Background: an optimization exercise with open tools, aiming at small area, a short achievable clock period and few clock cycles. Do not read the settings as production practice. In this exercise RTL edits were held to simulation tests only and were not proved equivalent to the original. No activity file was given, so power comes from the tool's default toggle rates.

==> 04-22: inputs <==
==> flow/design.v <==
module Histograma (
    input  wire        clk,
    input  wire        reset,             
    input  wire [13:0] data_ener,
    input  wire [5:0]  data_cant,
    input  wire        enable,
    input  wire        escritura_signal,
    input  wire [9:0]  dir_inicio,
    output reg  [13:0] hist_data,
    output reg  [9:0]  hist_addr,
    output reg         r_w_hist,
    output reg  [10:0] cant_ener_addr,
    output wire        r_w_cant_ener,
    output reg         fin_signal
);
  assign r_w_cant_ener = 1'b0;
  reg        run;           
  reg [5:0]  wcnt;          
  reg [4:0]  ptr;           
  reg [4:0]  rsel;          
  reg        upd1, upd2;    
  reg [4:0]  idx2;          
  reg [13:0] hbin [0:31];
  wire idle       = !run && !r_w_hist;
  wire start      = idle && enable;
  wire start_wr   = start && escritura_signal;
  wire start_pass = start && !escritura_signal;
  wire ener_zero  = (data_ener == 14'd0);
  wire counted    = run && (data_cant > 6'd1) && !ener_zero && !data_ener[13];
  wire last_word  = (wcnt == 6'd33);
  wire advance    = start_wr || (r_w_hist && !last_word);
  wire [4:0] ptr_next = advance ? ptr + 5'd1 : ptr;
  wire [13:0] rinc  = hist_data + 14'd1;
  wire        fwd   = upd2 && (idx2 == rsel);
  always @(posedge clk) begin
    if (!reset) begin
      run            <= 1'b0;
      r_w_hist       <= 1'b0;
      fin_signal     <= 1'b0;
      cant_ener_addr <= 11'd1;
      ptr            <= 5'd0;
      rsel           <= 5'd0;
      upd1           <= 1'b0;
      upd2           <= 1'b0;
    end else begin
      upd1 <= counted;
      upd2 <= upd1;
      ptr  <= ptr_next;
      rsel <= counted ? data_ener[12:8] : ptr_next;
      if (start_pass || (run && !ener_zero))
        cant_ener_addr <= cant_ener_addr + 11'd1;
      else
        cant_ener_addr <= 11'd1;
      if (start_pass)
        run <= 1'b1;
      else if (run && ener_zero)
        run <= 1'b0;
      if (start_wr)
        r_w_hist <= 1'b1;
      else if (r_w_hist && last_word)
        r_w_hist <= 1'b0;
      if (start)
        fin_signal <= 1'b0;
      else if ((run && ener_zero) || (r_w_hist && last_word))
        fin_signal <= 1'b1;
    end
  end
  always @(posedge clk) begin
    idx2      <= rsel;
    hist_data <= fwd ? rinc : hbin[rsel];
    wcnt      <= start_wr ? 6'd0 : wcnt + 6'd1;
    hist_addr <= start_wr ? dir_inicio : hist_addr + 10'd1;
  end
  wire [13:0] wdata = rinc & {14{reset}};
  integer k;
  always @(posedge clk) begin
    for (k = 0; k < 32; k = k + 1)
      if (!reset || (upd2 && idx2 == k[4:0]))
        hbin[k] <= wdata;
  end
endmodule
==> flow/flow/run.sh <==
#!/bin/bash
# The standard layout, with the resizer free to swap cells across footprints
# (so the port buffers it inserts can become plain buffers when timing needs).
set -euo pipefail
bash standard.sh MATCH_CELL_FOOTPRINT=0 finish > flow_make.log 2>&1
==> flow/standard.sh <==
#!/bin/bash
# synth_recipe.tcl (not shown) runs the flow's synth.tcl, then flattens the netlist and writes it again
# the make line also repeats each setting of config.mk as NAME=value (left out here)
make -C /OpenROAD-flow-scripts/flow DESIGN_CONFIG=/design/flow/config.mk WORK_HOME=/design/flow/orfs CLKGATE_MAP_FILE= SYNTH_SCRIPT=/design/flow/synth_recipe.tcl "${@:-finish}"
==> flow/config.mk <==
export PLATFORM = sky130hd
export DESIGN_NAME = Histograma
export DESIGN_NICKNAME = Histograma
export VERILOG_FILES = /design/flow/design.v
export SDC_FILE = /design/flow/constraint.sdc
export NUM_CORES = 4
export LEC_CHECK = 0
export CAP_MARGIN = 20
export CORE_MARGIN = 2
export CORE_UTILIZATION = 55
export CTS_CLUSTER_DIAMETER = 80
export CTS_CLUSTER_SIZE = 22
export SETUP_SLACK_MARGIN = 4.2
export SLEW_MARGIN = 20
==> flow/constraint.sdc <==
create_clock -name core_clock -period 6.5 [get_ports {clk}]
set_input_delay 1.3000 -clock core_clock [delete_from_list [all_inputs] [get_ports {clk}]]
set_output_delay 1.3000 -clock core_clock [all_outputs]
set_load 0.01 [all_outputs]
==> 06-28: changes against 04-22 <==
==> flow/design.v, changed modules only <==
module Histograma (
    input  wire        clk,
    input  wire        reset,             
    input  wire [13:0] data_ener,
    input  wire [5:0]  data_cant,
    input  wire        enable,
    input  wire        escritura_signal,
    input  wire [9:0]  dir_inicio,
    output reg  [13:0] hist_data,
    output reg  [9:0]  hist_addr,
    output reg         r_w_hist,
    output reg  [10:0] cant_ener_addr,
    output wire        r_w_cant_ener,
    output reg         fin_signal
);
  assign r_w_cant_ener = 1'b0;
  reg        run;           
  reg        stale;         
  reg        wr_pend;       
  reg [5:0]  wcnt;          
  reg [4:0]  ptr;           
  reg [4:0]  rsel;          
  reg [3:0]  rs_lo;         
  reg [7:0]  rs_hi;         
  reg        upd1;          
  reg        fwd;           
  reg [3:0]  we_lo;         
  reg [7:0]  we_hi;         
  reg        clr;           
  reg [13:0] hbin [0:31];
  wire idle       = !run && !r_w_hist;
  wire start      = idle && enable;
  wire start_wr   = (start && escritura_signal && !stale) || wr_pend;
  wire start_pass = start && !escritura_signal;
  wire ener_zero  = (data_ener == 14'd0);
  wire [4:0] ebin = data_ener[12:8];
  wire last_entry = run && ener_zero;       
  wire counted    = run && (data_cant > 6'd1) && !ener_zero && !data_ener[13];
  wire last_word  = (wcnt == 6'd33);
  wire advance    = start_wr || (r_w_hist && !last_word);
  wire [4:0] ptr_next  = advance ? ptr + 5'd1 : ptr;
  wire [3:0] ptr_lo = 4'd1 << ptr[1:0];
  wire [7:0] ptr_hi = 8'd1 << ptr[4:2];
  wire [13:0] rinc  = hist_data + 14'd1;
  integer k;
  reg [13:0] rdata;
  always @(*) begin
    rdata = 14'd0;
    for (k = 0; k < 32; k = k + 1)
      rdata = rdata | (hbin[k] & {14{rs_lo[k % 4] && rs_hi[k / 4]}});
  end
  always @(posedge clk) begin
    clr <= !reset;
    if (!reset) begin
      run            <= 1'b0;
      stale          <= 1'b0;
      wr_pend        <= 1'b0;
      r_w_hist       <= 1'b0;
      fin_signal     <= 1'b0;
      cant_ener_addr <= 11'd1;
      ptr            <= 5'd0;
      rsel           <= 5'd0;
      rs_lo          <= 4'd0;
      rs_hi          <= 8'd0;
      upd1           <= 1'b0;
      fwd            <= 1'b0;
      we_lo          <= 4'hf;
      we_hi          <= 8'hff;
    end else begin
      stale   <= last_entry;
      wr_pend <= start && escritura_signal && stale;
      upd1    <= counted;
      fwd     <= upd1 && (run ? (rsel == ebin) : (rsel == ptr));
      ptr     <= ptr_next;
      rsel    <= run ? ebin : ptr_next;
      rs_lo   <= run     ? (4'd1 << ebin[1:0]) :
                 advance ? {ptr_lo[2:0], ptr_lo[3]} : ptr_lo;
      rs_hi   <= run     ? (8'd1 << ebin[4:2]) :
                 (advance && ptr[1:0] == 2'd3) ? {ptr_hi[6:0], ptr_hi[7]} : ptr_hi;
      we_lo   <= upd1 ? (4'd1 << rsel[1:0]) : 4'd0;
      we_hi   <= 8'd1 << rsel[4:2];
      if (start_pass || (run && !ener_zero))
        cant_ener_addr <= cant_ener_addr + 11'd1;
      else
        cant_ener_addr <= 11'd1;
      if (start_pass)
        run <= 1'b1;
      else if (last_entry)
        run <= 1'b0;
      if (start_wr)
        r_w_hist <= 1'b1;
      else if (r_w_hist && last_word)
        r_w_hist <= 1'b0;
      if (start)
        fin_signal <= 1'b0;
      else if (last_entry || (r_w_hist && last_word))
        fin_signal <= 1'b1;
    end
  end
  always @(posedge clk) begin
    hist_data <= fwd ? rinc : rdata;
    wcnt      <= start_wr ? 6'd0 : wcnt + 6'd1;
    hist_addr <= start_wr ? dir_inicio : hist_addr + 10'd1;
  end
  wire [13:0] wdata = rinc & {14{!clr}};
  always @(posedge clk) begin
    for (k = 0; k < 32; k = k + 1)
      if (we_lo[k % 4] && we_hi[k / 4])
        hbin[k] <= wdata;
  end
endmodule
==> flow/flow/run.sh (replaced) <==
#!/bin/bash
# The standard layout, with the resizer free to swap cells across footprints
# and the ports buffered with the smallest buffer (the resizer sizes them up
# where timing needs).
set -euo pipefail
bash standard.sh MATCH_CELL_FOOTPRINT=0 "BUFFER_PORTS_ARGS=-buffer_cell sky130_fd_sc_hd__buf_1" finish > flow_make.log 2>&1
- CORE_UTILIZATION: 55 -> 65
- CTS_CLUSTER_SIZE: 22 -> 25
- SETUP_SLACK_MARGIN: 4.2 -> 4.25
==> 05-18: changes against 04-22 <==
==> flow/design.v, changed modules only <==
module Histograma (
    input  wire        clk,
    input  wire        reset,             
    input  wire [13:0] data_ener,
    input  wire [5:0]  data_cant,
    input  wire        enable,
    input  wire        escritura_signal,
    input  wire [9:0]  dir_inicio,
    output reg  [13:0] hist_data,
    output reg  [9:0]  hist_addr,
    output reg         r_w_hist,
    output reg  [10:0] cant_ener_addr,
    output wire        r_w_cant_ener,
    output reg         fin_signal
);
  assign r_w_cant_ener = 1'b0;
  reg        run;           
  reg        stale;         
  reg        wr_pend;       
  reg [5:0]  wcnt;          
  reg [4:0]  ptr;           
  reg [4:0]  rsel;          
  reg [3:0]  rs_lo;         
  reg [7:0]  rs_hi;         
  reg        upd1;          
  reg        fwd;           
  reg [3:0]  we_lo;         
  reg [7:0]  we_hi;         
  reg        clr;           
  reg [13:0] hbin [0:31];
  wire idle       = !run && !r_w_hist;
  wire start      = idle && enable;
  wire start_wr   = (start && escritura_signal && !stale) || wr_pend;
  wire start_pass = start && !escritura_signal;
  wire ener_zero  = (data_ener == 14'd0);
  wire [4:0] ebin = data_ener[12:8];
  wire last_entry = run && ener_zero;       
  wire counted    = run && (data_cant > 6'd1) && !ener_zero && !data_ener[13];
  wire last_word  = (wcnt == 6'd33);
  wire advance    = start_wr || (r_w_hist && !last_word);
  wire [4:0] ptr_next  = advance ? ptr + 5'd1 : ptr;
  wire [3:0] ptr_lo = 4'd1 << ptr[1:0];
  wire [7:0] ptr_hi = 8'd1 << ptr[4:2];
  wire [13:0] rinc  = hist_data + 14'd1;
  integer k;
  reg [13:0] rdata;
  always @(*) begin
    rdata = 14'd0;
    for (k = 0; k < 32; k = k + 1)
      rdata = rdata | (hbin[k] & {14{rs_lo[k % 4] && rs_hi[k / 4]}});
  end
  always @(posedge clk) begin
    clr <= !reset;
    if (!reset) begin
      run            <= 1'b0;
      stale          <= 1'b0;
      wr_pend        <= 1'b0;
      r_w_hist       <= 1'b0;
      fin_signal     <= 1'b0;
      cant_ener_addr <= 11'd1;
      ptr            <= 5'd0;
      rsel           <= 5'd0;
      rs_lo          <= 4'd0;
      rs_hi          <= 8'd0;
      upd1           <= 1'b0;
      fwd            <= 1'b0;
      we_lo          <= 4'hf;
      we_hi          <= 8'hff;
    end else begin
      stale   <= last_entry;
      wr_pend <= start && escritura_signal && stale;
      upd1    <= counted;
      fwd     <= upd1 && (run ? (rsel == ebin) : (rsel == ptr));
      ptr     <= ptr_next;
      rsel    <= run ? ebin : ptr_next;
      rs_lo   <= run     ? (4'd1 << ebin[1:0]) :
                 advance ? {ptr_lo[2:0], ptr_lo[3]} : ptr_lo;
      rs_hi   <= run     ? (8'd1 << ebin[4:2]) :
                 (advance && ptr[1:0] == 2'd3) ? {ptr_hi[6:0], ptr_hi[7]} : ptr_hi;
      we_lo   <= upd1 ? (4'd1 << rsel[1:0]) : 4'd0;
      we_hi   <= 8'd1 << rsel[4:2];
      if (start_pass || (run && !ener_zero))
        cant_ener_addr <= cant_ener_addr + 11'd1;
      else
        cant_ener_addr <= 11'd1;
      if (start_pass)
        run <= 1'b1;
      else if (last_entry)
        run <= 1'b0;
      if (start_wr)
        r_w_hist <= 1'b1;
      else if (r_w_hist && last_word)
        r_w_hist <= 1'b0;
      if (start)
        fin_signal <= 1'b0;
      else if (last_entry || (r_w_hist && last_word))
        fin_signal <= 1'b1;
    end
  end
  always @(posedge clk) begin
    hist_data <= fwd ? rinc : rdata;
    wcnt      <= start_wr ? 6'd0 : wcnt + 6'd1;
    hist_addr <= start_wr ? dir_inicio : hist_addr + 10'd1;
  end
  wire [13:0] wdata = rinc & {14{!clr}};
  always @(posedge clk) begin
    for (k = 0; k < 32; k = k + 1)
      if (we_lo[k % 4] && we_hi[k / 4])
        hbin[k] <= wdata;
  end
endmodule
==> flow/flow/run.sh (replaced) <==
#!/bin/bash
# The standard layout, with the resizer free to swap cells across footprints
# and the ports buffered with the smallest buffer (the resizer sizes them up
# where timing needs).
set -euo pipefail
bash standard.sh MATCH_CELL_FOOTPRINT=0 "BUFFER_PORTS_ARGS=-buffer_cell sky130_fd_sc_hd__buf_1" finish > flow_make.log 2>&1
- SETUP_SLACK_MARGIN: 4.2 -> 4.3
==> impl_metrics.toml <==
[power_and_ir_drop]
p_comb_uw = 1500
p_sw_uw = 2220
p_total_uw = 8000
pwr-share-comb_pct = 18.8

[clock_network]
clk_pin_slew_worst_paths_ns = 0.09
cts_setup_buffers = 85
cts_buffers = 28
clkLatencyLatePin_ns = 0.60

[finish]
n_all_inverters = 8

[sta]
finalWorstSetupSlack_ns = 4.09

[logic_synthesis]
ys_top_cells_by_count = "448 x edfxtp_1, 142 x a22oi_1, 70 x nor2_1"

[placed_design]
hpwl_mm = 39.9

[run_status]
status = "timing/DRC/antenna clean"
[end of results for 04-22]
==> impl_metrics.toml <==
[power_and_ir_drop]
pwr-share-comb_pct = 12.0
p_comb_uw = 822
p_total_uw = 6850
p_sw_uw = 1690

[logic_synthesis]
ys_top_cells_by_count = "448 x edfxtp_1, 113 x a22oi_1, 83 x dfxtp_1"

[clock_network]
clk_pin_slew_worst_paths_ns = 0.09
cts_setup_buffers = 47

[sta]
finalWorstSetupSlack_ns = 4.11

[placed_design]
hpwl_mm = 32.1

[run_status]
status = "timing/DRC/antenna clean"

[finish]
n_all_inverters = 21
[end of results for 05-18]
==> impl_metrics.toml <==
[run_status]
status = "timing/DRC/antenna clean"

[logic_synthesis]
ys_top_cells_by_count = "448 x edfxtp_1, 113 x a22oi_1, 83 x dfxtp_1"

[sta]
finalWorstSetupSlack_ns = 4.09

[clock_network]
clkLatencyLatePin_ns = 0.57
cts_buffers = 25
clk_pin_slew_worst_paths_ns = 0.10
cts_setup_buffers = 32

[finish]
n_all_inverters = 21

[power_and_ir_drop]
p_sw_uw = 1620
p_total_uw = 6640
p_comb_uw = 766
pwr-share-comb_pct = 11.5

[placed_design]
hpwl_mm = 29.6
[end of results for 06-28]
Testbench counts of 04-22, summed over its fixed seeds: cycles 19,861.
Testbench counts of 06-28, summed over its fixed seeds: cycles 19,861.
Testbench counts of 05-18, summed over its fixed seeds: cycles 19,861.

[afterwards: timing with drivers on the ports]
Ports are ideal in the flow. The routed layouts listed here were re-timed in OpenROAD. Step 1, drivers: a clkbuf_16 drives clk and a buf_2 each remaining input, both assumed. Step 2 moves the port delays by t, midway between the first and last clock arrival at a register: inputs arrive t later, outputs are due t later. That takes back most of the time a late clock gives input paths. Three values: no drivers, after step 1, after step 2; two values: the first two.
run	t, ns	setup WS [ns]	hold slack, ns	latest minus earliest clock arrival (ns)
04-22	0.637	4.092 / 4.037 / 3.517	0.461 / 0.461 / 0.461	0.027 / 0.027
06-28	0.617	4.091 / 4.037 / 3.760	0.475 / 0.475 / 0.475	0.020 / 0.020
05-18	0.631	4.114 / 4.056 / 3.798	0.479 / 0.479 / 0.479	0.021 / 0.021
After both steps setup and hold are still met in every run listed. The setup slack of 04-22, which loses most, moves by -0.055 ns with the drivers and by -0.575 ns with both steps.
